From an optimization exercise on the open Yosys and OpenROAD flow, aimed at small area and a short achievable clock period; shortcuts taken in it are not production practice.
The RTL was checked by simulation tests, not by an equivalence proof against the original design.

## flow/design.v (module list and top-level ports; edited modules follow where they fit)
// module tv80_alu: 358 lines
// module tv80_mcode: 2195 lines
// module tv80_reg: 33 lines
// module tv80_core: 1828 lines
// module tv80n: 140 lines
module tv80n ( 
  m1_n, mreq_n, iorq_n, rd_n, wr_n, rfsh_n, halt_n, busak_n, A, dout,
  reset_n, clk, wait_n, int_n, nmi_n, busrq_n, di
  );
  // ...
==> flow/flow/run.sh <==
#!/bin/bash
# The standard layout (standard.sh), with one change: Yosys's ABC technology
# mapping uses flow/abc_speed.script, an area-oriented script, in place of ORFS's
# scripts/abc_speed.script. Everything else, including the flip-flop mapping
# and so the registers, is the standard flow's.
set -euo pipefail
W=$(pwd)
rm -rf "$W/orfs_scripts"
cp -r "$FLOW_HOME/scripts" "$W/orfs_scripts"
cp "$W/flow/abc_speed.script" "$W/orfs_scripts/abc_speed.script"
bash "$W/standard.sh" SCRIPTS_DIR="$W/orfs_scripts" finish > "$W/flow_make.log" 2>&1
==> flow/flow/abc_speed.script <==
strash
&get -n
&st
&deepsyn -T 30
&put
dch -f
map -a -B 0.9
topo
&get -n
&st
&dch -f
&nf -R 1000
&st
&syn2
&dch -f
&nf -R 1000
&put
topo
stime -c
buffer -c
upsize -c
dnsize -c
==> flow/standard.sh <==
#!/bin/bash
# synth_recipe.tcl (not shown) runs the flow's synth.tcl, then flattens the netlist and writes it again
# the make line also repeats each setting of config.mk as NAME=value (left out here)
make -C /OpenROAD-flow-scripts/flow DESIGN_CONFIG=/design/flow/config.mk WORK_HOME=/design/flow/orfs CLKGATE_MAP_FILE= SYNTH_SCRIPT=/design/flow/synth_recipe.tcl "${@:-finish}"
==> flow/config.mk <==
export PLATFORM = sky130hd
export DESIGN_NAME = tv80n
export DESIGN_NICKNAME = tv80n
export VERILOG_FILES = /design/flow/design.v
export SDC_FILE = /design/flow/constraint.sdc
export NUM_CORES = 4
export LEC_CHECK = 0
export CAP_MARGIN = 20
export CORE_MARGIN = 2
export CORE_UTILIZATION = 40
export SETUP_SLACK_MARGIN = 5.0
export SLEW_MARGIN = 20
==> flow/constraint.sdc <==
create_clock -name core_clock -period 12.0 [get_ports {clk}]
set_input_delay 2.4000 -clock core_clock [delete_from_list [all_inputs] [get_ports {clk}]]
set_output_delay 2.4000 -clock core_clock [all_outputs]
set_load 0.01 [all_outputs]
==> summary.md, run 1 <==
| Metric | Value |
|---|---|
| Most frequent cells in the layout | nor2_1, nand2_1, a21oi_1 |
| Cell count after placement | 4,487 |
| N_diodes | 7 |
| Fillers | 7,371 |
| Worst-path clk slew | 60 ps |
| WP data required | 12,460 ps |
| Critical path's largest stage delay | 830 ps |
| Antenna violations before repair | 7 |
| Crit. End Element | flip-flop |
| Endpoints failing setup | 0 |
| Outcome | timing/DRC/antenna clean |
| Core footprint | 0.0733 mm2 |
| First drt pass iteration count | 12 |
| HPWL after DPL | 115 mm |
| Highest Signal Layer | met5 |
| Clock Tree Buf Depth | 3 |
| Max_slew headroom | 5.87% |
| Seq area share | 31.4% |
| CP Buf/Inv Count | 2 |
| DP Area | 0.0314 mm2 |
| First-pass GRT wire length | 223 mm |
| WS Path Type | flip-flop to flip-flop |
| Post-synth EDFFs | 263 |
| Placer Congestion | 1.14 |
| Setup Fix Bufs, Post-CTS | 0 |
| Synth Instances | 3,605 |
| CP endpoint | i_tv80_core.A[9]$_DFFE_PN0P_ |
| Seq_cells | 364 |
| Setup Total Neg Slack | 0 ps |
| Synth area leader | edfxtp_1 |
| R2r endpoint | i_tv80_core.A[9]$_DFFE_PN0P_ |
| Clock-cell share of area | 4.53% |
==> run 2, diff against run 1 <==
--- a/flow/config.mk
+++ b/flow/config.mk
@@ -8,5 +8,4 @@
 export CAP_MARGIN = 20
 export CORE_MARGIN = 2
 export CORE_UTILIZATION = 40
-export SETUP_SLACK_MARGIN = 5.0
 export SLEW_MARGIN = 20
==> run 2 against run 1 <==
Still clean. Synthesized area is 0.77% lower. Utilization is 0.054 points higher. Non-clock buffer count is 9 higher. Worst hold slack worse by 1.6 ps. Design area is 0.39% lower. Via count is 1.1% lower. Synthesized cell count is 0.75% higher. Flip-flop and latch count stayed put. Critical path depth is 4 lower.
==> summary.md, run 2 <==
| Metric | Value |
|---|---|
| Outcome | timing/DRC/antenna clean |
| Max Fclk | 136 MHz |
| Post-synth top area share | 26.8% |
| CTS root buf | clkbuf_16 |
| Post-route setup slack | 4630 ps |
| RSZ-0062 raised after global routing | no |
| Adder-cell share of the synthesized area | 5.36% |
| Worst clock skew | 41.6 ps |
| Sink Count | 364 |
| Post-synth top cells | nor2_1, nand2_1, a21oi_1 |
| Post-synth EDFFs | 263 (unchanged) |
| Ranking of synthesized cells by area | edfxtp_1, dfrtp_1, a21oi_1, nor2_1, ha_1 |
| Largest family of logic cells by synthesized area | compound AO/OA/AOI/OAI gates |
| R2R cell count | 21 |
| Worst slew pin tran | 1290 ps |
| Hold WC Path Type | flip-flop to flip-flop |
| Worst-path clk slew | 70 ps (about the same) |
| Setup Total Neg Slack | 0 ps (unchanged) |
| Final ANT Viol Nets | 0 |
| Fin area | 0.0328 mm2 |
| Largest registers | i_tv80_core.i_reg.RegsH (64), i_tv80_core.i_reg.RegsL (64) |
| Yosys Warn Count | 5 |
| DP Area | 0.0312 mm2 (-0.64%) |
| Worst-Skew Late Latency | 620 ps |
| GRT Overall Usage | 38.9% |
| Dpl ws | 5200 ps |
| WS Path Type | flip-flop to flip-flop |
| Final Critical Period | 7370 ps |
| Synth area leader | edfxtp_1 |
| Fillers | 7,336 (-0.47%) |
| Worst EP arrival | 7830 ps |
| Most frequent cells in the layout | nor2_1, nand2_1, a21oi_1 |
| Max-slew violation count | 0 |
| FF/Latch Area | 0.0103 mm2 |
| Avg Cell Area, Syn | 8.13 um2 |
| Post-Synthesis Cell Area | 0.0295 mm2 |
| RR Startpoint | i_tv80_core.IR[3]$_DFFE_PN0P_ |
| Starting Density | 40.4% |
| Multiplexer area fraction after synthesis | 1.53% |
| Period utilization | 61.4% |
| Row count | 99 |
| Endpoints failing setup | 0 (unchanged) |
| Ys flop type | edfxtp_1 |
| Die width | 276 um |
| Synth Instances | 3,632 (+0.75%) |
| Layout cells sized above 1 | 8.54% |
| Die height | 276 um |
| First drt pass iteration count | 8 (-4) |
| Initial DRC count | 5,841 |
| Via count | 32.6k |
| Post-layout util | 44.9% |
| Hold Path End | i_tv80_core.Auto_Wait_t2$_DFF_PN0_ |
| DRC Markers | 0 |
| Xor/xnor share of the synthesized area | 3.23% |
| Number of top-level pins | 46 |
| Min-Delay Path Depth | 1 |
| Most common cell in the netlist | nor2_1 |
| Die area | 0.0760 mm2 |
| Final hold violation count | 0 |
| Vias in the first global route | 30.0k |
| Setup Fix Bufs, Post-CTS | 0 (unchanged) |
| Area growth, synth to finish | 11.0% |
| Antenna violations before repair | 9 (+2) |
| GRT overflow | 0 |
| Max_cap viols | 0 |
| Multi-input gate area | 0.0179 mm2 |
| Pin count of the biggest net entering global routing | 64 |
| Post-cts sizing count | 0 |
| Final non-filler cell total | 4,604 |
| Crit. End Element | flip-flop |
| Max_slew headroom | 13.3% (+7.5 points) |
| CTS buffer count | 44 |
| R2r endpoint | i_tv80_core.PC[7]$_DFFE_PN0P_ |
| CP max FO | 46 |
| Hold-fix buffers, CTS | 0 |
| First-pass GRT wire length | 216 mm (-3.2%) |
| Syn Nets | 3,770 |
| Hold WS | 483 ps |
| Post-Synth Simple-Gate Area | 22.0% |
| Routed wire per std cell | 32.8 um |
| Ys async rst share | 23.1% |
| Nets | 3,744 |
| Via density | 7.08 |
| Synth Register Bits | 364 |
| H-tree depth | 2 |
| Synth unique cells | 102 |
| HPWL after DPL | 112 mm (-2.0%) |
| Hold Crit Start | i_tv80_core.Auto_Wait_t1$_SDFF_PN0_ |
| Register area share after synthesis | 35.1% |
| Placer Congestion | 1.05 (-8.2%) |
| R2r setup slk | 4630 ps |
| Core footprint | 0.0730 mm2 (-0.51%) |
| Commonest non-fill, non-tap cell in the layout | nor2_1 |
| CTS tree | done |
| CP Launch Type | flip-flop |
| Drt total wl | 151 mm |
| WP data required | 12,450 ps (about the same) |
| Clock Tree Buf Depth | 3 (unchanged) |
| Synth Area in Compound Gates | 28.1% |
| IO Port Bufs | 44 |
| Cell count after placement | 4,518 (+0.69%) |
==> run 2: worst max-delay path, stage by stage, from the launching register on <==
cell and delay (ps):
dfrtp_2 670, buf_4 610, inv_2 400, nand2_1 250
nor2_1 70, buf_4 180, a211oi_1 510, o41ai_1 330
a21oi_1 510, nand2b_1 280, or4b_1 620, nor4_1 210
a21oi_1 90, nor2_1 110, buf_4 270, a21oi_1 290
and3_1 520, or2_1 310, nand2_1 130, nand2_1 140
a311oi_1 480, o32ai_1 160
==> run 2: cell type report <==
class / instances / area share [%]
multi-input combinational: 2920 / 54.5
sequential: 364 / 31.6
timing repair buffer: 166 / 4.13
clock buffer: 55 / 3.68
tap: 959 / 3.66
inverter: 110 / 1.28
clock inverter: 27 / 1.12
antenna: 3 / 0.0229
==> run 2: cell families after synthesis <==
| kind of cell | after synthesis |
|---|---|
| fa+ha+maj | 124 |
| flops | 364 |
| mux | 38 |
| buf+inv | 348 |
| compound gates | 1270 |
| other cells | 1 |
| simple gates | 1378 |
| xor+xnor | 109 |
==> run 2: layer usage <==
layer | wire, um | global-route usage (%) | vias to the layer above
li1 | - | - | 13800
met1 | 60000 | 53.5 | 15700
met2 | 62900 | 57.2 | 2606
met3 | 19900 | 9.65 | 509
met4 | 8200 | 18.1 | 10
met5 | 92 | 0 | -
==> run 2: worst max path at each step <==
stage	endpoint	depth (start not counted)	slack, ps	from
floorplan	busak_n	1	7020	i_tv80_core.BusAck$_DFFE_PN0N_
global placement	i_tv80_core.PC[7]$_DFFE_PN0P_	21	5000	i_tv80_core.IR[3]$_DFFE_PN0P_
detailed placement	i_tv80_core.PC[7]$_DFFE_PN0P_	21	5200	i_tv80_core.IR[3]$_DFFE_PN0P_
CTS	i_tv80_core.PC[7]$_DFFE_PN0P_	21	5170	i_tv80_core.IR[3]$_DFFE_PN0P_
global route	i_tv80_core.A[4]$_DFFE_PN0P_	22	4840	i_tv80_core.IR[3]$_DFFE_PN0P_
finish	i_tv80_core.PC[7]$_DFFE_PN0P_	21	4630	i_tv80_core.IR[3]$_DFFE_PN0P_
==> run 3, diff against run 2 <==
==> flow/flow/abc_speed.script (replaced) <==
strash
&get -n
&st
&deepsyn -T 30
&put
dch -f
map -B 0.9
topo
&get -n
&st
&dch -f
&nf -R 20
&st
&syn2
&dch -f
&nf -R 20
&put
topo
stime -c
buffer -c
upsize -c
dnsize -c
==> run 3 against run 2 <==
Synthesized area grew 2.3%. Still clean on timing, DRC and antenna. Clock skew grew 2.8 ps. Critical endpoint is now i_tv80_core.i_reg.RegsH[2][2]$_DFFE_PP_. Setup slack gained 660 ps. Final cell count is essentially flat. Routed wire length shrank 0.51%. Critical path depth shrank 7.
==> summary.md, run 3 <==
| Metric | Value |
|---|---|
| Outcome | timing/DRC/antenna clean |
| CP Launch Point | i_tv80_core.IR[3]$_DFFE_PN0P_ |
| Initial DRC count | 5,789 (-0.89%) |
| Max Fclk | 149 MHz (+9.8%) |
| Setup Total Neg Slack | 0 ps (unchanged) |
| Endpoints failing setup | 0 (unchanged) |
| Period utilization | 55.9% (-5.5 points) |
| Ys flop type | edfxtp_1 |
| IO Port Bufs | 44 (unchanged) |
| Synth Register Bits | 364 (unchanged) |
| GRT Overall Usage | 37.3% (-1.5 points) |
| Post-cts sizing count | 0 (unchanged) |
| Pin count of the biggest net entering global routing | 64 (unchanged) |
| RSZ-0062 raised after global routing | no |
| R2R cell count | 14 (-33%) |
| WS Path Type | flip-flop to flip-flop |
| Worst-path clk slew | 60 ps (about the same) |
| Worst-Skew Late Latency | 620 ps (about the same) |
| CP max FO | 46 (unchanged) |
| Largest registers | i_tv80_core.i_reg.RegsH (64), i_tv80_core.i_reg.RegsL (64) |
| Hold-fix buffers, CTS | 0 (unchanged) |
| Worst EP arrival | 6990 ps (-840 ps) |
| Post-synth top cells | nor2_1, nand2_1, a21oi_1 |
| DRC Markers | 0 (unchanged) |
| Post-Synthesis Cell Area | 0.0302 mm2 (+2.3%) |
| Commonest non-fill, non-tap cell in the layout | nor2_1 |
| Area growth, synth to finish | 9.43% |
| FF/Latch Area | 0.0103 mm2 (about the same) |
| Die area | 0.0777 mm2 (+2.3%) |
| Final hold violation count | 0 (unchanged) |
| CTS root buf | clkbuf_16 |
| Synth unique cells | 124 (+22%) |
| Max-slew violation count | 0 (unchanged) |
| CP Launch Type | flip-flop |
| Worst clock skew | 44.4 ps (+2.85 ps) |
| Nets | 3,733 (-0.29%) |
| R2r setup slk | 5290 ps (+660 ps) |
| Multi-input gate area | 0.0184 mm2 (+2.8%) |
| Number of top-level pins | 46 (unchanged) |
| Cell count after placement | 4,518 (unchanged) |
| Crit. End Element | flip-flop |
| Routed wire per std cell | 32.7 um (-0.43%) |
| Layout cells sized above 1 | 8.19% (-0.35 points) |
| Fillers | 7,502 (+2.3%) |
| First drt pass iteration count | 9 (+1) |
| DP Area | 0.0316 mm2 (+1.3%) |
| Core footprint | 0.0746 mm2 (+2.2%) |
| CTS tree | done |
| Row count | 100 (+1.0%) |
| Clock Tree Buf Depth | 3 (unchanged) |
| Met2 GRT Util | 54.6% (-2.6 points) |
| Final non-filler cell total | 4,600 (-0.087%) |
| WP data required | 12,270 ps (-180 ps) |
| Setup Fix Bufs, Post-CTS | 0 (unchanged) |
| GR Util met1 | 50.2% (-3.3 points) |
| Ranking of synthesized cells by area | edfxtp_1, dfrtp_1, nor2_1, ha_1, a21oi_1 |
| Post-synth top area share | 26.2% (-0.60 points) |
| Most frequent cells in the layout | nor2_1, nand2_1, a21oi_1 |
| R2r endpoint | i_tv80_core.i_reg.RegsH[2][2]$_DFFE_PP_ |
| Placer Congestion | 1.06 (+1.5%) |
| Worst slew pin tran | 1190 ps (-100 ps) |
| HPWL after DPL | 111 mm (-1.5%) |
| Synth area leader | edfxtp_1 |
| Starting Density | 40.5% (about the same) |
| Via density | 7.13 (+0.60%) |
| Synth Instances | 3,656 (+0.66%) |
| Yosys Warn Count | 5 (unchanged) |
| Max_slew headroom | 19.8% (+6.4 points) |
| Fin area | 0.0330 mm2 (+0.79%) |
| RR Startpoint | i_tv80_core.IR[3]$_DFFE_PN0P_ |
| Die height | 279 um (+1.1%) |
| Most common cell in the netlist | nor2_1 |
| Syn Nets | 3,794 (+0.64%) |
| Die width | 279 um (+1.1%) |
| GRT overflow | 0 (unchanged) |
| Hold WC Path Type | flip-flop to flip-flop |
| Via count | 32.8k (+0.51%) |
| Vias in the first global route | 30.2k (+0.92%) |
| Final Critical Period | 6710 ps (-657 ps) |
| First-pass GRT wire length | 215 mm (-0.49%) |
| Avg Cell Area, Syn | 8.26 um2 (+1.6%) |
| Post-synth EDFFs | 263 (unchanged) |
| Register area share after synthesis | 34.3% (-0.78 points) |
| CTS buffer count | 43 (-2.3%) |
| H-tree depth | 2 (unchanged) |
| Ys async rst share | 23.1% (unchanged) |
| Sink Count | 364 (unchanged) |
| Met3 Use GR | 11.4% (+1.8 points) |
| Drt total wl | 150 mm (-0.51%) |
| CP endpoint | i_tv80_core.i_reg.RegsH[2][2]$_DFFE_PP_ |
| Max_cap viols | 0 (unchanged) |
| GRT busiest layer | met2 |
| Antenna violations before repair | 7 (-2) |
| Final ANT Viol Nets | 0 (unchanged) |
| Post-layout util | 44.3% (-0.62 points) |
==> run 3: cell types whose count changed after synthesis, sizes merged, moves of 11 or more <==
cell,change
a211oi,-15
mux4,+13
and2,+11
a221oi,-11
or2,-12
a221o,+16
o221ai,-12
a21oi,-41
a22o,+12
buf,+19
and3,+12
==> run 3: how the worst min path moves through the flow <==
stage | start | end | cells past startpoint
final | i_tv80_core.NMI_s$_DFFE_PN0P_ | i_tv80_core.IntE_FF1$_DFF_PN0_ | 1
after global routing | i_tv80_core.NMI_s$_DFFE_PN0P_ | i_tv80_core.IntE_FF1$_DFF_PN0_ | 1
after CTS | i_tv80_core.NMI_s$_DFFE_PN0P_ | i_tv80_core.IntE_FF1$_DFF_PN0_ | 1
after detailed placement | i_tv80_core.NMI_s$_DFFE_PN0P_ | i_tv80_core.IntE_FF1$_DFF_PN0_ | 1
after global placement | i_tv80_core.IR_m1_loaded$_SDFFE_PP0P_ | i_tv80_core.IR_m1_loaded$_SDFFE_PP0P_ | 2
after floorplan | i_tv80_core.F[0]$_DFFE_PN_ | i_tv80_core.Fp[0]$_DFFE_PP_ | 0
==> run 3: layout make-up <==
type | instances | area share (%)
Timing Repair Buffer | 146 | 3.64
Clock inverter | 25 | 0.909
Sequential cell | 364 | 31.3
Clock buffer | 52 | 3.42
Multi-Input combinational cell | 2918 | 55.6
Antenna cell | 4 | 0.0303
Inverter | 122 | 1.39
Tap cell | 969 | 3.67
==> run 3: metrics by stage <==
stage	hold WS, ps	worst slack [ps]
global route	481	5210
finish	459	5290
CTS	460	5610
detailed placement	454	5630
floorplan	424	7020
global placement	460	5380
==> run 3: metal layers <==
metal  vias to the layer above  wire length [um]
met2                      2712             62100
li1                      13800                 -
met3                       588             21200
met4                         4              8750
met5                         -                23
met1                     15700             58300
==> run 3: cell families (layout without fill, tap and decap cells) <==
| kind of cell | after synthesis | in the layout | synth area share, % |
|---|---|---|---|
| and+or+nand+nor | 1408 | 1408 | 22.6 |
| AOI/OAI and AO/OA | 1222 | 1222 | 26.9 |
| buffers and inverters | 374 | 345 | 5.14 |
| DFF | 364 | 364 | 34.3 |
| adders and majority gates | 124 | 124 | 5.24 |
| xor gates and xnor gates | 107 | 107 | 3.15 |
| muxes | 56 | 56 | 2.63 |
| other | 1 | 5 | 0.0124 |
==> run 3: worst max-delay path, stage by stage, from the launching register on <==
cell and delay (ps):
dfrtp_2 860, buf_4 640, and4_4 370, nand3_1 140, nand4b_1 360, o2111ai_2 160
nor2_1 330, and2_1 540, nand4_1 930, o211ai_1 380, o21ai_0 130, buf_4 210
inv_1 130, o21ai_0 200, o32ai_1 980
==> run 4, diff against run 3 <==
==> flow/flow/run.sh (replaced) <==
#!/bin/bash
set -euo pipefail
W=$(pwd)
rm -rf "$W/orfs_scripts"
cp -r "$FLOW_HOME/scripts" "$W/orfs_scripts"
cp "$W/flow/abc_speed.script" "$W/orfs_scripts/abc_speed.script"
bash "$W/standard.sh" SCRIPTS_DIR="$W/orfs_scripts" SETUP_SLACK_MARGIN=6.5 finish > "$W/flow_make.log" 2>&1
==> run 4 against run 3 <==
First-iteration DRC count fell by 1.8%. Non-clock buffer count rose by 41. Die area did not move. Worst hold slack improved by 0.65 ps. Critical path type unchanged. Largest cell class unchanged. Highest routed layer unchanged.
==> summary.md, run 4 <==
| Metric | Value |
|---|---|
| Post-synth top cells | nor2_1, nand2_1, a21oi_1 |
| Ranking of synthesized cells by area | edfxtp_1, dfrtp_1, nor2_1, ha_1, a21oi_1 |
| Placer Congestion | 1.06 (unchanged) |
| First-pass GRT wire length | 216 mm (+0.49%) |
| Die height | 279 um (unchanged) |
| R2r setup slk | 6530 ps (+1250 ps) |
| Synth unique cells | 124 (unchanged) |
| Row count | 100 (unchanged) |
| Sink Count | 364 (unchanged) |
| Initial DRC count | 5,685 (-1.8%) |
| Worst clock skew | 46.7 ps (+2.33 ps) |
| HPWL after DPL | 111 mm (unchanged) |
| Hold-fix buffers, CTS | 0 (unchanged) |
| Worst EP arrival | 5910 ps (-1080 ps) |
| Adder-cell share of the synthesized area | 5.24% (unchanged) |
| Nets | 3,777 (+1.2%) |
| Critical path's largest stage delay | 630 ps (-350 ps) |
| Critical path's slowest cell | dfrtp_1 |
| CTS buffer count | 43 (unchanged) |
| Synth area leader | edfxtp_1 |
| Synth Area in Compound Gates | 26.9% (unchanged) |
| Outcome | timing/DRC/antenna clean |
| DP Area | 0.0316 mm2 (unchanged) |
| Routed wire per std cell | 32.7 um (about the same) |
| Worst-Skew Late Latency | 620 ps (about the same) |
| Fin area | 0.0338 mm2 (+2.3%) |
| CP delay by family, top | simple AND/OR/NAND/NOR gates |
| Area growth, synth to finish | 12.0% |
| Max-slew violation count | 0 (unchanged) |
| Via density | 7.11 (-0.23%) |
| Largest registers | i_tv80_core.i_reg.RegsH (64), i_tv80_core.i_reg.RegsL (64) |
| CTS tree | done |
| Hold WS | 460 ps (+0.646 ps) |
| Most common cell in the netlist | nor2_1 |
| Endpoints failing setup | 0 (unchanged) |
| GRT overflow | 0 (unchanged) |
| Yosys Warn Count | 5 (unchanged) |
| H-tree depth | 2 (unchanged) |
| Final hold violation count | 0 (unchanged) |
| Multiplexer area fraction after synthesis | 2.63% (unchanged) |
| First drt pass iteration count | 13 (+4) |
| RSZ-0062 raised after global routing | no |
| Post-Synth Simple-Gate Area | 22.6% (unchanged) |
| Ys async rst share | 23.1% (unchanged) |
| Syn Nets | 3,794 (unchanged) |
| Starting Density | 40.5% (unchanged) |
| CP Buf/Inv Count | 1 (-2) |
| Critical-path cell list | nor2_4 > nand2_1 > buf_4 > nor2_2 > nand4_1 > nor3_1 > nand4_1 > nor2_1 > o21a_4 > a21oi_4 > and3_1 > a221o_1 > a21oi_1 > nor3_1 > a21oi_1 > o221ai_1 > nor2_1 > o22ai_1 |
| Worst-path clk slew | 60 ps (about the same) |
| Die width | 279 um (unchanged) |
| Post-Synthesis Cell Area | 0.0302 mm2 (unchanged) |
| Number of top-level pins | 46 (unchanged) |
| Xor/xnor share of the synthesized area | 3.15% (unchanged) |
| Synth Instances | 3,656 (unchanged) |
| Core footprint | 0.0746 mm2 (unchanged) |
| Pin count of the biggest net entering global routing | 64 (unchanged) |
| CP Launch Type | flip-flop |
| Final Critical Period | 5470 ps (-1250 ps) |
| Via count | 33.0k (+0.77%) |
| DRC Markers | 0 (unchanged) |
| Die area | 0.0777 mm2 (unchanged) |
| Period utilization | 45.6% (-10 points) |
| Hold WC Path Type | flip-flop to flip-flop |
| Max_cap viols | 0 (unchanged) |
| Max Fclk | 183 MHz (+23%) |
| Avg Cell Area, Syn | 8.26 um2 (unchanged) |
| IO Port Bufs | 44 (unchanged) |
| Max_slew headroom | 22.5% (+2.7 points) |
| Synth Register Bits | 364 (unchanged) |
| WS Path Type | flip-flop to flip-flop |
| Commonest non-fill, non-tap cell in the layout | nor2_1 |
| Worst slew pin tran | 1150 ps (-36.1 ps) |
| Crit. End Element | flip-flop |
| CP max FO | 14 (-70%) |
| Post-synth top area share | 26.2% (unchanged) |
| CTS root buf | clkbuf_16 |
| Vias in the first global route | 30.4k (+0.58%) |
| Layout cells sized above 1 | 10.7% (+2.5 points) |
| Clock Tree Buf Depth | 3 (unchanged) |
| Most frequent cells in the layout | nor2_1, nand2_1, a21oi_1 |
| Post-synth EDFFs | 263 (unchanged) |
| Final ANT Viol Nets | 0 (unchanged) |
| WP data required | 12,450 ps (+180 ps) |
| Antenna violations before repair | 9 (+2) |
| Fillers | 7,470 (-0.43%) |
| Largest family of logic cells by synthesized area | compound AO/OA/AOI/OAI gates |
| Ys flop type | edfxtp_1 |
| Drt total wl | 152 mm (+1.1%) |
| Setup Total Neg Slack | 0 ps (unchanged) |
| GRT Overall Usage | 37.5% (+0.18 points) |
| Register area share after synthesis | 34.3% (unchanged) |
-- run 4: layer usage --
layer / global-route usage, % / share of wire [%]
met2: 54.2 / 41
met5: 0 / 0.071
met4: 19.3 / 6.5
met3: 11.6 / 14
met1: 50.2 / 38
-- run 4: cell type report --
| cell class | instances | area, um2 | area share [%] |
|---|---|---|---|
| clock buffer | 52 | 1130 | 3.34 |
| antenna | 6 | 15.0 | 0.0444 |
| sequential | 364 | 10400 | 30.6 |
| multi-input combinational | 2921 | 18700 | 55.4 |
| tap | 969 | 1210 | 3.59 |
| inverter | 122 | 468 | 1.38 |
| clock inverter | 25 | 300 | 0.889 |
| timing repair buffer | 187 | 1610 | 4.75 |
-- run 4: final timing paths --
kind,startpoint,endpoint,depth (start not counted)
setup reg to reg,i_tv80_core.mcycle[1]$_DFFE_PN0P_,i_tv80_core.PC[10]$_DFFE_PN0P_,18
max in group asynchronous,reset_n,i_tv80_core.A[13]$_DFFE_PN0P_,3
hold reg to reg,i_tv80_core.NMI_s$_DFFE_PN0P_,i_tv80_core.IntE_FF1$_DFF_PN0_,1
hold / removal,i_tv80_core.NMI_s$_DFFE_PN0P_,i_tv80_core.IntE_FF1$_DFF_PN0_,1
min in group asynchronous,reset_n,i_tv80_core.Oldnmi_n$_DFF_PN0_,1
setup / recovery,i_tv80_core.mcycle[1]$_DFFE_PN0P_,i_tv80_core.PC[10]$_DFFE_PN0P_,18
-- run 4: stage by stage --
| stage | utilization, % | setup slack [ps] | instances |
|---|---|---|---|
| detailed placement | 42.3 | 5630 | 4518 |
| global placement | 42.3 | 5380 | 4517 |
| floorplan | - | 7020 | 3656 |
| finish | 45.3 | 6530 | 4646 |
| global route | 45.3 | 6500 | 4640 |
| CTS | 44.6 | 6420 | 4608 |
-- run 4: kinds of logic (layout without fill, tap and decap cells) --
group	count (synthesis)	after routing
simple gates	1408	1409
other cells	1	7
flops	364	364
mux	56	56
xor+xnor	107	107
fa+ha+maj	124	124
buf+inv	374	386
compound gates	1222	1224
-- run 4: repair_timing --
action	CTS	global route
gates resized for setup	33	61
pin swaps	4	6
buffers inserted	11	31
endpoints found under the setup margin	198	175
cloned	2	1
==> run 5, diff against run 4 <==
==> flow/flow/abc_speed.script (replaced) <==
strash
&get -n
&st
&deepsyn -T 30
&put
dch -f
map -a -B 0.9
topo
&get -n
&st
&dch -f
&nf -R 1000
&st
&syn2
&dch -f
&nf -R 1000
&put
topo
stime -c
buffer -c
upsize -c
dnsize -c
==> run 5 against run 4 <==
Register-to-register slack got worse by 60 ps. Sequential share of layout area about the same. Final cell count decreased by 0.88%. Routed wire length increased by 2.6%. Setup slack got worse by 62 ps. Flip-flop and latch count unchanged. Critical path type unchanged. Largest cell class unchanged.
==> summary.md, run 5 <==
| Metric | Value |
|---|---|
| Outcome | timing/DRC/antenna clean |
| Commonest non-fill, non-tap cell in the layout | nor2_1 |
| Critical path's slowest cell | nor2_2 |
| Worst-path clk slew | 60 ps (about the same) |
| First drt pass iteration count | 10 (-3) |
| Max_slew headroom | 19.9% (-2.6 points) |
| Die area | 0.0763 mm2 (-1.7%) |
| Sink Count | 364 (unchanged) |
| Multiplexer area fraction after synthesis | 2.91% (+0.28 points) |
| Post-route setup slack | 6470 ps (-61.7 ps) |
| CTS tree | done |
| Dpl ws | 5570 ps (-54.3 ps) |
| Post-Synth Simple-Gate Area | 21.9% (-0.68 points) |
| Ys async rst share | 23.1% (unchanged) |
| Hold-fix buffers, CTS | 0 (unchanged) |
| Starting Density | 40.5% (about the same) |
| Levels on crit path | 20 (+2) |
| Largest family of logic cells by synthesized area | compound AO/OA/AOI/OAI gates |
| Worst-Skew Late Latency | 620 ps (about the same) |
| CP Buf/Inv Count | 2 (+1) |
| Crit. End Element | flip-flop |
| R2r endpoint | i_tv80_core.BusB[3]$_DFFE_PN_ |
| Vias in the first global route | 30.0k (-1.4%) |
| WS Path Type | flip-flop to flip-flop |
| Routed wire per std cell | 33.9 um (+3.5%) |
| CP delay by family, top | simple AND/OR/NAND/NOR gates |
| Via count | 32.5k (-1.7%) |
| Register area share after synthesis | 34.9% (+0.61 points) |
| Post-Synthesis Cell Area | 0.0297 mm2 (-1.7%) |
| Synth unique cells | 108 (-13%) |
| First-pass GRT wire length | 220 mm (+1.6%) |
| Syn Nets | 3,740 (-1.4%) |
| HPWL after DPL | 115 mm (+3.5%) |
| Most common cell in the netlist | nor2_1 |
| Area growth, synth to finish | 14.1% |
| Final ANT Viol Nets | 0 (unchanged) |
| CP max FO | 32 (+18) |
| Antenna violations before repair | 5 (-4) |
| Final Critical Period | 5530 ps (+61.7 ps) |
| Post-synth top area share | 26.6% (+0.46 points) |
| Adder-cell share of the synthesized area | 5.33% (+0.093 points) |
| Synth Area in Compound Gates | 26.9% (-0.063 points) |
| Worst clock skew | 29.1 ps (-17.6 ps) |
| R2R cell count | 20 (+2) |
| Synth Instances | 3,602 (-1.5%) |
| RSZ-0062 raised after global routing | yes |
| DRC Markers | 0 (unchanged) |
| Post-synth EDFFs | 263 (unchanged) |
| Yosys Warn Count | 5 (unchanged) |
| Worst EP arrival | 5970 ps (+60 ps) |
| Max Fclk | 181 MHz (-1.1%) |
| Nets | 3,746 (-0.82%) |
| Worst slew pin tran | 1190 ps (+31.3 ps) |
| Hold WS | 476 ps (+16.3 ps) |
| Die height | 276 um (-0.86%) |
| DP Area | 0.0313 mm2 (-0.99%) |
| Critical path's most frequent cell | nand3_1 |
| CP Launch Type | flip-flop |
| Die width | 276 um (-0.86%) |
| H-tree depth | 2 (unchanged) |
| Max_cap viols | 0 (unchanged) |
| Fin area | 0.0339 mm2 (+0.17%) |
| Setup Total Neg Slack | 0 ps (unchanged) |
| Clock Tree Buf Depth | 3 (unchanged) |
| Initial DRC count | 5,700 (+0.26%) |
| Hold WC Path Type | flip-flop to flip-flop |
| Endpoints failing setup | 0 (unchanged) |
| Layout cells sized above 1 | 12.3% (+1.6 points) |
| Placer Congestion | 1.07 (+0.76%) |
| Post-synth top cells | nor2_1, nand2_1, a21oi_1 |
| CTS root buf | clkbuf_16 |
| RR Startpoint | i_tv80_core.IR[4]$_DFFE_PN0P_ |
| R2r setup slk | 6470 ps (-60 ps) |
| IO Port Bufs | 44 (unchanged) |
| Critical path's largest stage delay | 600 ps (-30 ps) |
| GRT Overall Usage | 39.1% (+1.6 points) |
| CP Launch Point | i_tv80_core.IR[4]$_DFFE_PN0P_ |
| Final hold violation count | 0 (unchanged) |
| Period utilization | 46.1% (+0.51 points) |
| Synth area leader | edfxtp_1 |
| Max-slew violation count | 0 (unchanged) |
| Core footprint | 0.0732 mm2 (-1.8%) |
| Ys flop type | edfxtp_1 |
| GRT overflow | 0 (unchanged) |
| Largest registers | i_tv80_core.i_reg.RegsH (64), i_tv80_core.i_reg.RegsL (64) |
| Xor/xnor share of the synthesized area | 3.28% (+0.13 points) |
| Avg Cell Area, Syn | 8.23 um2 (-0.27%) |
| Min-Delay Path Depth | 2 (+1) |
| Drt total wl | 156 mm (+2.6%) |
| Pin count of the biggest net entering global routing | 65 (+1.6%) |
| Most frequent cells in the layout | nor2_1, nand2_1, a21oi_1 |
| Row count | 99 (-1.0%) |
| Number of top-level pins | 46 (unchanged) |
| WP data required | 12,440 ps (about the same) |
| Synth Register Bits | 364 (unchanged) |
| Via density | 7.05 (-0.85%) |
| Ranking of synthesized cells by area | edfxtp_1, dfrtp_1, nor2_1, ha_1, nand2_1 |
| Critical-path cell list | buf_6 > nand2b_2 > nor2_2 > nand3_1 > nor2_2 > nor2_1 > nand3_1 > nor2_1 > buf_4 > a211o_1 > nand2_1 > nand4_1 > nand2_1 > nand2_1 > a32oi_2 > nand3_1 > nor2_1 > a22o_1 > a21oi_1 > nand3_1 |
| CP endpoint | i_tv80_core.BusB[3]$_DFFE_PN_ |
| CTS buffer count | 45 (+4.7%) |
run 5: cell types whose count changed after synthesis, sizes merged, moves of 17 or more:
| cell | before | now |
|---|---|---|
| nand4 | 58 | 39 |
| a211oi | 22 | 40 |
| o21ai | 286 | 257 |
| buf | 84 | 57 |
| clkbuf | 168 | 185 |
run 5: layout make-up:
type | count | area [um2]
flip-flops and latches | 364 | 10400
inverters | 112 | 435
clock inverters | 31 | 383
multi-input cells | 2888 | 18600
fillers | 7215 | 39400
repair buffers | 197 | 1730
clock buffers | 51 | 1150
well taps | 959 | 1200
diodes | 3 | 7.51
run 5: layer usage:
layer  GRT usage [%]  vias to the layer above  share of wire [%]
met5               0                        -              0.033
met4            20.1                       10                6.5
met3            12.2                      572                 14
met2            57.7                     2662                 41
met1            51.4                    15500                 38
li1                -                    13700                  -
run 5: timing repair:
action,4_1_cts,5_1_grt
gates resized for setup,65,105
setup buffers,14,22
pin swaps,6,11
setup endpoints to repair,218,175
cloned,4,1
run 5: tightest hold or removal path, stage by stage, from the launching register on:
cell	delay [ps]
dfxtp_1	310
inv_1	50
a21oi_1	60
run 5: metrics by stage:
| stage | instances | util (%) |
|---|---|---|
| 2_1_floorplan | 3602 | - |
| 3_3_place_gp | 4479 | 42.7 |
| 3_5_place_dp | 4479 | 42.7 |
| 4_1_cts | 4579 | 45.3 |
| 5_1_grt | 4602 | 46.2 |
| 6_report | 4605 | 46.2 |
run 5: kinds of logic after synthesis:
logic type | Yosys count
buffers and inverters | 354
AOI/OAI and AO/OA | 1198
and+or+nand+nor | 1387
xor gates and xnor gates | 111
adders and majority gates | 124
DFF | 364
muxes | 63
other | 1
run 5: worst min path at each step:
| stage | start | endpoint | slack [ps] |
|---|---|---|---|
| 6_report | i_tv80_core.IR_m1_loaded$_SDFFE_PP0P_ | i_tv80_core.IR_m1_loaded$_SDFFE_PP0P_ | 480 |
| 5_1_grt | i_tv80_core.IR_m1_loaded$_SDFFE_PP0P_ | i_tv80_core.IR_m1_loaded$_SDFFE_PP0P_ | 490 |
| 4_1_cts | i_tv80_core.IR_m1_loaded$_SDFFE_PP0P_ | i_tv80_core.IR_m1_loaded$_SDFFE_PP0P_ | 450 |
| 3_5_place_dp | i_tv80_core.IR_m1_loaded$_SDFFE_PP0P_ | i_tv80_core.IR_m1_loaded$_SDFFE_PP0P_ | 440 |
| 3_3_place_gp | i_tv80_core.IR_m1_loaded$_SDFFE_PP0P_ | i_tv80_core.IR_m1_loaded$_SDFFE_PP0P_ | 440 |
| 2_1_floorplan | i_tv80_core.IR_m1_loaded$_SDFFE_PP0P_ | i_tv80_core.IR_m1_loaded$_SDFFE_PP0P_ | 430 |
==> run 6, diff against run 5 <==
==> flow/flow/run.sh (replaced) <==
#!/bin/bash
set -euo pipefail
W=$(pwd)
rm -rf "$W/orfs_scripts"
cp -r "$FLOW_HOME/scripts" "$W/orfs_scripts"
cp "$W/flow/abc_speed.script" "$W/orfs_scripts/abc_speed.script"
bash "$W/standard.sh" SCRIPTS_DIR="$W/orfs_scripts" SETUP_SLACK_MARGIN=7 finish > "$W/flow_make.log" 2>&1
==> flow/flow/abc_speed.script (replaced) <==
strash
&get -n
&st
&deepsyn -T 30
&put
dch -f
map -B 0.9
topo
&get -n
&st
&dch -f
&nf -R 20
&st
&syn2
&dch -f
&nf -R 20
&put
topo
stime -c
buffer -c
upsize -c
dnsize -c
==> run 6 against run 5 <==
Still clean on timing, DRC and antenna. Via count is 3.9% higher. Critical path depth is 1 higher.
==> summary.md, run 6 <==
| Metric | Value |
|---|---|
| Outcome | timing/DRC/antenna clean |
| Drt total wl | 164 mm (+5.3%) |
| Ys async rst share | 23.1% (unchanged) |
| Post-layout util | 47.5% (+1.3 points) |
| Largest registers | i_tv80_core.i_reg.RegsH (64), i_tv80_core.i_reg.RegsL (64) |
| Ranking of synthesized cells by area | edfxtp_1, dfrtp_1, nand2_1, ha_1, nor2_1 |
| CP Buf/Inv Count | 4 (+2) |
| Area growth, synth to finish | 17.2% |
| IO Port Bufs | 44 (unchanged) |
| Vias in the first global route | 31.0k (+3.3%) |
| Synth Instances | 3,638 (+1.0%) |
| Post-Synthesis Cell Area | 0.0303 mm2 (+2.1%) |
| H-tree depth | 2 (unchanged) |
| CTS root buf | clkbuf_16 |
| Critical-path cell list | clkbuf_16 > inv_2 > nand2_1 > a31oi_1 > nand3_2 > a211oi_4 > o21ai_2 > a2111oi_4 > nand2_2 > o41ai_4 > buf_6 > a21oi_1 > buf_4 > and3_1 > or2_1 > nand2_2 > nand2_1 > a21oi_2 > a2bb2oi_1 > o21ai_0 > a22o_1 |
| Hold WC Path Type | flip-flop to flip-flop |
| Critical path's largest stage delay | 480 ps (-120 ps) |
| Most common cell in the netlist | nand2_1 |
| Synth area leader | edfxtp_1 |
| Most frequent cells in the layout | nand2_1, nor2_1, edfxtp_1 |
| GRT Overall Usage | 40.3% (+1.2 points) |
| Synth Register Bits | 364 (unchanged) |
| Setup Total Neg Slack | 0 ps (unchanged) |
| Die height | 279 um (+1.0%) |
| Met2 GRT Util | 58.3% (+0.58 points) |
| GRT busiest layer | met2 |
| Pin count of the biggest net entering global routing | 56 (-14%) |
| GR Util met1 | 55.0% (+3.6 points) |
| Worst-path clk slew | 60 ps (about the same) |
| Post-synth top area share | 26.1% (-0.54 points) |
| Number of top-level pins | 46 (unchanged) |
| CP max FO | 11 (-66%) |
| Final hold violation count | 0 (unchanged) |
| Endpoints failing setup | 0 (unchanged) |
| HPWL after DPL | 118 mm (+2.7%) |
| Register area share after synthesis | 34.2% (-0.71 points) |
| Post-synth top cells | nand2_1, nor2_1, edfxtp_1 |
| Layout cells sized above 1 | 16.0% (+3.8 points) |
| Worst clock skew | 27.3 ps (-1.83 ps) |
| Placer Congestion | 1.06 (-1.2%) |
| GRT overflow | 0 (unchanged) |
| Crit. End Element | flip-flop |
| RSZ-0062 raised after global routing | yes |
| Period utilization | 42.6% (-3.4 points) |
| Initial DRC count | 6,187 (+8.5%) |
| Final ANT Viol Nets | 0 (unchanged) |
| Worst slew pin tran | 1290 ps (+101 ps) |
| CP Launch Type | flip-flop |
| Max_cap viols | 0 (unchanged) |
| Syn Nets | 3,776 (+0.96%) |
| Die width | 279 um (+1.0%) |
| Core footprint | 0.0747 mm2 (+2.0%) |
| Yosys Warn Count | 5 (unchanged) |
| CTS tree | done |
| Critical path's slowest cell | dfrtp_2 |
| Post-synth EDFFs | 263 (unchanged) |
| Via density | 7.13 (+1.2%) |
| Nets | 3,860 (+3.0%) |
| Max_slew headroom | 14.2% (-5.8 points) |
| WP data required | 12,490 ps (+50 ps) |
| Antenna violations before repair | 7 (+2) |
| Fillers | 7,326 (+1.5%) |
| Commonest non-fill, non-tap cell in the layout | nand2_1 |
| Clock Tree Buf Depth | 3 (unchanged) |
| Ys flop type | edfxtp_1 |
| Routed wire per std cell | 34.7 um (+2.6%) |
| Sink Count | 364 (unchanged) |
| Row count | 100 (+1.0%) |
| First-pass GRT wire length | 229 mm (+4.4%) |
| CP delay by family, top | compound AO/OA/AOI/OAI gates |
| Synth unique cells | 120 (+11%) |
| Worst-Skew Late Latency | 610 ps (about the same) |
| Max-slew violation count | 0 (unchanged) |
| Die area | 0.0779 mm2 (+2.1%) |
| First drt pass iteration count | 11 (+1) |
| Starting Density | 40.5% (about the same) |
| WS Path Type | flip-flop to flip-flop |
| Max Fclk | 195 MHz (+8.1%) |
| Met3 Use GR | 11.4% (-0.87 points) |
| CTS buffer count | 44 (-2.2%) |
| Worst EP arrival | 5610 ps (-360 ps) |
| Avg Cell Area, Syn | 8.32 um2 (+1.1%) |
| Final Critical Period | 5120 ps (-413 ps) |
| Via count | 33.7k (+3.9%) |
| DRC Markers | 0 (unchanged) |
-- run 6: changes by cell type in the layout (fill, tap and decap cells not counted), moves of 16 or more --
cell | before | now
a21oi_1 | 281 | 229
o21ai_0 | 226 | 249
o211ai_1 | 33 | 50
buf_4 | 135 | 202
o21ai_1 | 26 | 42
nor2_1 | 410 | 369
-- run 6: worst register-to-register path, delay by kind of cell (launching register included) --
kind	cells	cell delay, ps
buf+inv	4	920
simple gates	7	1440
compound gates	10	2180
flops	1	480
-- run 6: what timing repair did --
action / 4_1_cts / 5_1_grt
hold buffers: 0 / 0
resized for setup: 146 / 132
setup buffers: 55 / 54
pin swaps: 18 / 38
gates cloned: 2 / 9
endpoints found under the setup margin: 266 / 183
hold endpoints to repair: 0 / 0
-- run 6: metrics by stage --
stage               std cells  instance area, um2  setup slack, ps  hold WS, ps
CTS                      4662               34300             7000          472
detailed placement       4525               31800             5460          461
global route             4725               35500             6880          476
finish                   4726               35500             6880          477
floorplan                3638               30300             7040          418
global placement         4524               31800             5440          445
-- run 6: area by class of cell --
type	count	area, um2	share of cell area, %
Multi-Input combinational cell	2901	19300	54.4
Sequential cell	364	10400	29.2
Timing Repair Buffer	283	2660	7.51
Tap cell	969	1210	3.42
Clock buffer	51	1170	3.30
Inverter	128	493	1.39
Clock inverter	29	260	0.734
Antenna cell	1	2.50	0.00705
-- run 6: path summary, 6_finish.rpt --
kind | from | to | slack (ps) | depth (start not counted)
worst max-delay path | i_tv80_core.IR[0]$_DFFE_PN0P_ | i_tv80_core.PC[7]$_DFFE_PN0P_ | 6880 | 21
worst max register to register | i_tv80_core.IR[0]$_DFFE_PN0P_ | i_tv80_core.PC[7]$_DFFE_PN0P_ | 6880 | 21
max in group asynchronous | reset_n | i_tv80_core.IR[2]$_DFFE_PN0P_ | 8920 | 2
worst min register to register | i_tv80_core.A[5]$_DFFE_PN0P_ | i_tv80_core.A[5]$_DFFE_PN0P_ | 480 | 2
min in group asynchronous | reset_n | i_tv80_core.Oldnmi_n$_DFF_PN0_ | 1790 | 1
worst min-delay path | i_tv80_core.A[5]$_DFFE_PN0P_ | i_tv80_core.A[5]$_DFFE_PN0P_ | 480 | 2
-- run 6: routing by layer --
metal | wire length (um) | up-vias
li1 | - | 14000
met1 | 63200 | 16300
met2 | 67500 | 2766
met3 | 22800 | 653
met4 | 10600 | 10
met5 | 61 | -
-- run 6: logic make-up (layout without fill, tap and decap cells) --
logic type      count (synthesis)  in the layout  synth area share [%]
xor+xnor                      109            109                  3.15
compound gates               1232           1233                  27.7
flops                         364            364                  34.2
mux                            61             61                  2.74
other cells                     1              2                0.0124
buf+inv                       375            491                  5.24
fa+ha+maj                     124            124                  5.22
simple gates                 1372           1373                  21.8
==> run 7, diff against run 6 <==
--- a/flow/config.mk
+++ b/flow/config.mk
@@ -8,4 +8,6 @@
 export CAP_MARGIN = 20
 export CORE_MARGIN = 2
 export CORE_UTILIZATION = 40
+export CTS_CLUSTER_DIAMETER = 100
+export CTS_CLUSTER_SIZE = 20
 export SLEW_MARGIN = 20
==> run 7 against run 6 <==
Critical path depth up 2. Maximum frequency up 1.8%. Global-route usage is 2.4 points lower. Via count fell by 0.37%. Clock skew is 3.6 ps higher. Sequential share of layout area is 0.50 points higher. Highest routed layer unchanged.
==> summary.md, run 7 <==
| Metric | Value |
|---|---|
| Sink Count | 364 (unchanged) |
| Final ANT Viol Nets | 0 (unchanged) |
| Via count | 33.6k (-0.37%) |
| RSZ-0062 raised after global routing | yes |
| Worst clock skew | 30.9 ps (+3.57 ps) |
| Max-slew violation count | 0 (unchanged) |
| Multi-input gate area | 0.0194 mm2 (+0.26%) |
| Hold WC Path Type | flip-flop to flip-flop |
| WS Path Type | flip-flop to flip-flop |
| CP max FO | 6 (-5) |
| Synth area leader | edfxtp_1 |
| Starting Density | 40.5% (-0.056 points) |
| Nets | 3,858 (-0.052%) |
| Worst-path clk slew | 90 ps (+30 ps) |
| Syn Nets | 3,794 (+0.48%) |
| Max Fclk | 199 MHz (+1.8%) |
| Die width | 279 um (-0.15%) |
| Endpoints failing setup | 0 (unchanged) |
| Initial DRC count | 6,038 (-2.4%) |
| Met3 Use GR | 11.7% (+0.37 points) |
| Synth Register Bits | 364 (unchanged) |
| Cell count after placement | 4,518 (-0.15%) |
| CTS root buf | clkbuf_16 |
| Max_cap viols | 0 (unchanged) |
| WP data required | 12,370 ps (-120 ps) |
| Post-route setup slack | 6970 ps (+88.1 ps) |
| Vias in the first global route | 30.6k (-1.3%) |
| Worst-Skew Late Latency | 620 ps (about the same) |
| Ranking of synthesized cells by area | edfxtp_1, dfrtp_1, nor2_1, ha_1, a21oi_1 |
| Commonest non-fill, non-tap cell in the layout | nor2_1 |
| Post-synth top area share | 26.2% (+0.080 points) |
| CTS tree | done |
| IO Port Bufs | 44 (unchanged) |
| Routed wire per std cell | 33.0 um (-5.0%) |
| Row count | 100 (unchanged) |
| CP Launch Type | flip-flop |
| Final hold violation count | 0 (unchanged) |
| Yosys Warn Count | 5 (unchanged) |
| Largest registers | i_tv80_core.i_reg.RegsH (64), i_tv80_core.i_reg.RegsL (64) |
| Worst slew pin tran | 1330 ps (+41.6 ps) |
| Drt total wl | 156 mm (-5.2%) |
| CTS buffer count | 25 (-43%) |
| Final Critical Period | 5030 ps (-88.1 ps) |
| Synth unique cells | 124 (+3.3%) |
| Most common cell in the netlist | nor2_1 |
| Core footprint | 0.0746 mm2 (-0.17%) |
| Post-synth EDFFs | 263 (unchanged) |
| Fin area | 0.0349 mm2 (-1.7%) |
| Register area share after synthesis | 34.3% (+0.10 points) |
| Hold-fix buffers, CTS | 0 (unchanged) |
| Avg Cell Area, Syn | 8.26 um2 (-0.80%) |
| Ys async rst share | 23.1% (unchanged) |
| Die area | 0.0777 mm2 (-0.30%) |
| Max_slew headroom | 10.5% (-3.7 points) |
| Met2 GRT Util | 55.3% (-3.0 points) |
| GR Util met1 | 50.7% (-4.3 points) |
| Period utilization | 41.9% (-0.73 points) |
| GRT Overall Usage | 37.9% (-2.4 points) |
| Fillers | 7,388 (+0.85%) |
| Outcome | timing/DRC/antenna clean |
| H-tree depth | 1 (-1) |
| Worst EP arrival | 5390 ps (-220 ps) |
| Layout cells sized above 1 | 15.0% (-1.1 points) |
| Post-Synthesis Cell Area | 0.0302 mm2 (-0.31%) |
| GRT overflow | 0 (unchanged) |
| Area growth, synth to finish | 15.5% |
| Via density | 7.13 (-0.12%) |
| Number of top-level pins | 46 (unchanged) |
| GRT busiest layer | met2 |
| Crit. End Element | flip-flop |
| Final non-filler cell total | 4,714 (-0.25%) |
| Post-layout util | 46.8% (-0.74 points) |
| Most frequent cells in the layout | nor2_1, nand2_1, a21oi_1 |
| Antenna violations before repair | 6 (-1) |
| First drt pass iteration count | 9 (-2) |
| Pin count of the biggest net entering global routing | 64 (+14%) |
| DP Area | 0.0316 mm2 (-0.65%) |
| Setup Total Neg Slack | 0 ps (unchanged) |
| Placer Congestion | 1.06 (+0.44%) |
| DRC Markers | 0 (unchanged) |
| Clock Tree Buf Depth | 3 (unchanged) |
| Hold WS | 466 ps (-11.6 ps) |
| Ys flop type | edfxtp_1 |
| Dpl ws | 5630 ps (+170 ps) |
| Die height | 279 um (-0.15%) |
| Post-synth top cells | nor2_1, nand2_1, a21oi_1 |
| HPWL after DPL | 111 mm (-5.9%) |
| FF/Latch Area | 0.0104 mm2 (about the same) |
| First-pass GRT wire length | 218 mm (-4.8%) |
| Synth Instances | 3,656 (+0.49%) |
==> run 7: cells by family (layout without fill, tap and decap cells) <==
family                     count (synthesis)  count (layout)  synth area share, %
AOI/OAI and AO/OA                       1222            1225                 26.9
other                                      1               7               0.0124
adders and majority gates                124             124                 5.24
and+or+nand+nor                         1408            1411                 22.6
buffers and inverters                    374             451                 5.14
muxes                                     56              56                 2.63
xor gates and xnor gates                 107             107                 3.15
DFF                                      364             364                 34.3
==> run 7: routing by layer <==
layer	vias up	wire [um]
li1	14000	-
met1	16100	59400
met2	2763	63300
met4	6	10900
met3	690	21900
met5	-	36
==> run 7: path summary, 6_finish.rpt <==
path	to	cells after the start	slack, ps	from
worst max-delay path	i_tv80_core.TmpAddr[15]$_DFFE_PN_	23	6970	i_tv80_core.RegAddrC[0]$_SDFFCE_PP1N_
worst min-delay path	i_tv80_core.IntE_FF1$_DFF_PN0_	1	470	i_tv80_core.NMI_s$_DFFE_PN0P_
worst max register to register	i_tv80_core.TmpAddr[15]$_DFFE_PN_	23	6970	i_tv80_core.RegAddrC[0]$_SDFFCE_PP1N_
worst min register to register	i_tv80_core.IntE_FF1$_DFF_PN0_	1	470	i_tv80_core.NMI_s$_DFFE_PN0P_
max in group asynchronous	i_tv80_core.A[11]$_DFFE_PN0P_	3	8830	reset_n
min in group asynchronous	i_tv80_core.Auto_Wait_t2$_DFF_PN0_	1	1670	reset_n
==> run 7: critical path, cell delays in order, from the launching register on <==
cell      delay, ps
edfxtp_1        560
buf_4           180
or2_2           180
o22ai_2          80
or4_1           510
o21ai_1         110
buf_4           200
ha_4            230
a21oi_4         130
o21bai_2         90
a21oi_2         160
nor2_1           60
o21a_1          180
o21a_1          230
o21a_1          230
o21a_1          190
o21a_1          180
o21a_1          180
o21a_1          180
nor2_2          130
o21bai_1         80
a21oi_1         160
xnor3_1         230
a221o_1         290
==> run 7: layout make-up <==
class,count,share of cell area [%]
multi-input combinational,2924,55.5
sequential,364,29.7
timing repair buffer,283,7.58
tap,969,3.48
clock buffer,35,1.90
inverter,122,1.35
clock inverter,11,0.395
antenna,6,0.0431
==> run 7: what timing repair did <==
action	in CTS	in global routing
buffers inserted	49	83
gates resized for setup	125	155
endpoints found under the setup margin	246	201
pin swaps	15	45
cloned	6	6

## re-timing with driven ports
How much do the figures lean on ideal ports? The routed layouts below were timed once more, with nothing changed but the port constraints.
Step 1 (the two cells are an assumption about what drives the block):
set clk [get_ports {clk}]
set_driving_cell -lib_cell sky130_fd_sc_hd__clkbuf_16 $clk
set_driving_cell -lib_cell sky130_fd_sc_hd__buf_2 [delete_from_list [all_inputs] $clk]
Step 2 also shifts input and output timing later by t, the mid clock arrival at the registers, as if the neighbouring blocks saw the same clock.
a / b / c = no drivers / after step 1 / after step 2; a / b = the first two.
| run | t, ns | setup WS [ns] | latest minus earliest clock arrival (ns) |
|---|---|---|---|
| run 1 | 0.659 | 4.976 / 4.976 / 4.976 | 0.041 / 0.042 |
| run 2 | 0.667 | 4.629 / 4.629 / 4.629 | 0.048 / 0.048 |
| run 3 | 0.659 | 5.286 / 5.286 / 5.286 | 0.045 / 0.044 |
| run 4 | 0.659 | 6.534 / 6.534 / 6.218 | 0.047 / 0.048 |
| run 5 | 0.671 | 6.472 / 6.472 / 6.210 | 0.029 / 0.029 |
| run 6 | 0.659 | 6.885 / 6.885 / 6.567 | 0.028 / 0.028 |
| run 7 | 0.671 | 6.973 / 6.973 / 6.527 | 0.031 / 0.031 |
After both steps every run listed still meets setup and hold. For run 7, which loses most, drivers alone change the setup slack by 0.000 ns; drivers and shift together by -0.446 ns.
